From an optimization exercise on the open Yosys and OpenROAD flow, aimed at a short achievable clock period and few clock cycles; shortcuts taken in it are not production practice. The RTL was checked by simulation tests, not by an equivalence proof against the original design. Power is estimated from default activity; no workload was simulated.

==> flow/design.v (excerpt) <==
module ARM
	(
		CLK,
		RST,
		INST_ADDR,
		INST_DATA,
		SRAM_ADDR,
		SRAM_WE_N,
		SRAM_DQ_OUT,
		SRAM_DQ_IN
	);
==> flow/config.mk <==
export PLATFORM = sky130hd
export DESIGN_NAME = ARM
export DESIGN_NICKNAME = ARM
export VERILOG_FILES = /design/flow/design.v
export SDC_FILE = /design/flow/constraint.sdc
export NUM_CORES = 4
export LEC_CHECK = 0
export ABC_CLOCK_PERIOD_IN_PS = 10000
export CAP_MARGIN = 20
export CORE_MARGIN = 2
export CORE_UTILIZATION = 40
export SETUP_SLACK_MARGIN = 3
export SLEW_MARGIN = 20
export SYNTH_HIERARCHICAL = 1
==> flow/constraint.sdc <==
create_clock -name core_clock -period 20.0 [get_ports {CLK}]
set_input_delay 4.0000 -clock core_clock [delete_from_list [all_inputs] [get_ports {CLK}]]
set_output_delay 4.0000 -clock core_clock [all_outputs]
set_load 0.01 [all_outputs]
standard.sh (not shown) runs the stock make flow with config.mk's settings and CLKGATE_MAP_FILE= SYNTH_SCRIPT=/design/flow/synth_recipe.tcl, a recipe that flattens the netlist after the stock synthesis.
==> flow/flow/run.sh <==
#!/bin/bash
# Layout flow: the standard synthesis unchanged, then the standard ORFS
# layout steps with timing repair aimed well below the clock constraint
# (a larger setup margin and full TNS repair), sizing not held to the cell
# footprint, and port buffers of a stronger cell, so the achieved period is
# pushed down. Each step's full output goes to a log file here; ORFS also
# keeps its per-stage logs under orfs/logs.
set -euo pipefail
MARGIN=${FLOW_SETUP_MARGIN:-14.8}
bash standard.sh synth > flow_synth.log 2>&1
bash standard.sh SETUP_SLACK_MARGIN=$MARGIN TNS_END_PERCENT=100 MATCH_CELL_FOOTPRINT=0 \
  "BUFFER_PORTS_ARGS=-buffer_cell sky130_fd_sc_hd__buf_4" finish > flow_layout.log 2>&1
Testbench counts at the start, summed over its fixed seeds: cycles 42,135.
Edit:
--- a/flow/design.v
+++ b/flow/design.v
@@ -233,18 +233,19 @@
 	localparam QD = 3;
 	localparam QW = 2;
 	reg [QW-1:0] q_cnt;
 	reg [31:0] rf [0:14];
 	reg [31:0] id_ir, id_pc, id_pc4;
 	reg [14:0] id_sa, id_s2, id_sd;	 
 	reg [14:0] id_sae, id_sae_h, id_sac, id_s2e, id_s2e_h, id_s2c;
 	reg [3:0]  id_r2;				 
 	reg        id_ba_alu, id_ba_ld, id_b2_alu, id_b2_ld;	 
+	reg        id_ba_alu_h, id_ba_ld_h, id_b2_alu_h, id_b2_ld_h;	 
 	reg        id_pred;
 	reg [3:0]  ex_cond;
 	reg        ex_wb, ex_setf, ex_ld, ex_st, ex_br, ex_pred;
 	reg [3:0]  ex_dest;
 	reg        ex_add, ex_sub, ex_usec, ex_and, ex_orr, ex_eor, ex_mov, ex_mvn;
 	reg [31:0] ex_b;
 	reg [18:0] ex_imm_adj, ex_imm_adj2;
 	reg        ex_early;		 
 	reg [31:0] ex_a, ex_m;
@@ -348,20 +349,22 @@
 		rf_a = 32'b0;
 		rf_m = 32'b0;
 		for (i = 0; i < 15; i = i + 1) begin
 			rf_a[15:0] = rf_a[15:0] | ({16{id_sae[i]}} & rf[i][15:0]) | ({16{id_sac[i]}} & i);
 			rf_m[15:0] = rf_m[15:0] | ({16{id_s2e[i]}} & rf[i][15:0]) | ({16{id_s2c[i]}} & i);
 			rf_a[31:16] = rf_a[31:16] | ({16{id_sae_h[i]}} & rf[i][31:16]);
 			rf_m[31:16] = rf_m[31:16] | ({16{id_s2e_h[i]}} & rf[i][31:16]);
 		end
 	end
-	wire [31:0] rd_a = id_ba_alu ? alu_q : id_ba_ld ? ld_q : rf_a;
-	wire [31:0] rd_m = id_b2_alu ? alu_q : id_b2_ld ? ld_q : rf_m;
+	wire [31:0] rd_a = {id_ba_alu_h ? alu_q[31:16] : id_ba_ld_h ? ld_q[31:16] : rf_a[31:16],
+	                    id_ba_alu ? alu_q[15:0] : id_ba_ld ? ld_q[15:0] : rf_a[15:0]};
+	wire [31:0] rd_m = {id_b2_alu_h ? alu_q[31:16] : id_b2_ld_h ? ld_q[31:16] : rf_m[31:16],
+	                    id_b2_alu ? alu_q[15:0] : id_b2_ld ? ld_q[15:0] : rf_m[15:0]};
 	wire ex_ld_go = ex_do & ex_ld;
 	wire id_stall;
 	HazardDetectionUnit hdu (
 		.ir(id_ir), .valid(id_valid), .sa(id_sa), .s2(id_s2), .sd(id_sd), .pending(pending),
 		.ld_done(ld_done), .ld_dest(act_dest), .ex_ld_go(ex_ld_go),
 		.ex_wr(ex_wr), .ex_dest(ex_dest),
 		.q_full(q_cnt >= QD), .q_near(q_cnt == QD - 1),
 		.ex_mem(ex_valid & (ex_ld | ex_st)), .stall(id_stall)
 	);
@@ -492,18 +495,22 @@
 		id_sac <= nx_sa & ~rf_set_nx;
 		id_s2e <= nx_s2 & rf_set_nx;
 		id_s2e_h <= nx_s2 & rf_set_nx;
 		id_s2c <= nx_s2 & ~rf_set_nx;
 		id_sd <= id_stall ? onehot(rd) : f_sd;
 		id_ba_alu <= ex_wr & (ex_dest == nx_rn);
 		id_ba_ld <= ld_done & (act_dest == nx_rn);
 		id_b2_alu <= ex_wr & (ex_dest == nx_r2);
 		id_b2_ld <= ld_done & (act_dest == nx_r2);
+		id_ba_alu_h <= ex_wr & (ex_dest == nx_rn);
+		id_ba_ld_h <= ld_done & (act_dest == nx_rn);
+		id_b2_alu_h <= ex_wr & (ex_dest == nx_r2);
+		id_b2_ld_h <= ld_done & (act_dest == nx_r2);
 		ex_a <= rd_a;
 		ex_m <= rd_m;
 		ex_fa_alu <= ex_wr & (ex_dest == rn);
 		ex_fm_alu <= ex_wr & (ex_dest == r2);
 		ex_fa_ld <= ld_done & (act_dest == rn);
 		ex_fm_ld <= ld_done & (act_dest == r2);
 		ex_fb_alu <= breg & ~bshift & ex_wr & (ex_dest == rm);
 		ex_fb_ld <= breg & ~bshift & ld_done & (act_dest == rm);
 		ex_alt_pc <= id_br_pred ? id_pc4 : id_tgt;
What happened: Sequential share of layout area grows by 0.17 points. Core utilization grows by 0.17 points. Wire length grows by 5.0%. Global-route usage grows by 2.1 points. Final area shrinks by 0.55%. Non-clock buffer count grows by 10. Die area shrinks by 0.67%. Count of clock-buffer cells in the layout grows by 11. Via count grows by 3.5%. Setup slack gains 0.058 ns. Clock power grows by about 2%. Hold slack loses 0.016 ns. Fmax grows by 1.1%. Register-to-register slack gains 0.06 ns.
Testbench counts after the change, summed over its fixed seeds: cycles 42,135.

-- static timing again, ports no longer ideal --
The results above use ideal ports. As a check the final layouts listed here were re-extracted and re-timed, cells and wires unchanged. Step 1, drivers: a clkbuf_16 drives CLK and a buf_2 each remaining input, both assumed. Step 2, shift: input delay + t, output delay - t, t = (earliest + latest rising clock arrival at the registers) / 2. This alone moves slack from input paths to output paths. Three values: no drivers, after step 1, after step 2; two values: the first two.
| run | t, ns | slack for setup (ns) | worst setup path at the end |
|---|---|---|---|
| the first run | 0.904 | 14.562 / 14.562 / 13.893 | input to register |
| the second run | 0.905 | 14.620 / 14.579 / 13.853 | input to register |
After both steps setup and hold are still met in every run listed. For the second run, which loses most, drivers alone change the setup slack by -0.041 ns; drivers and shift together by -0.767 ns.
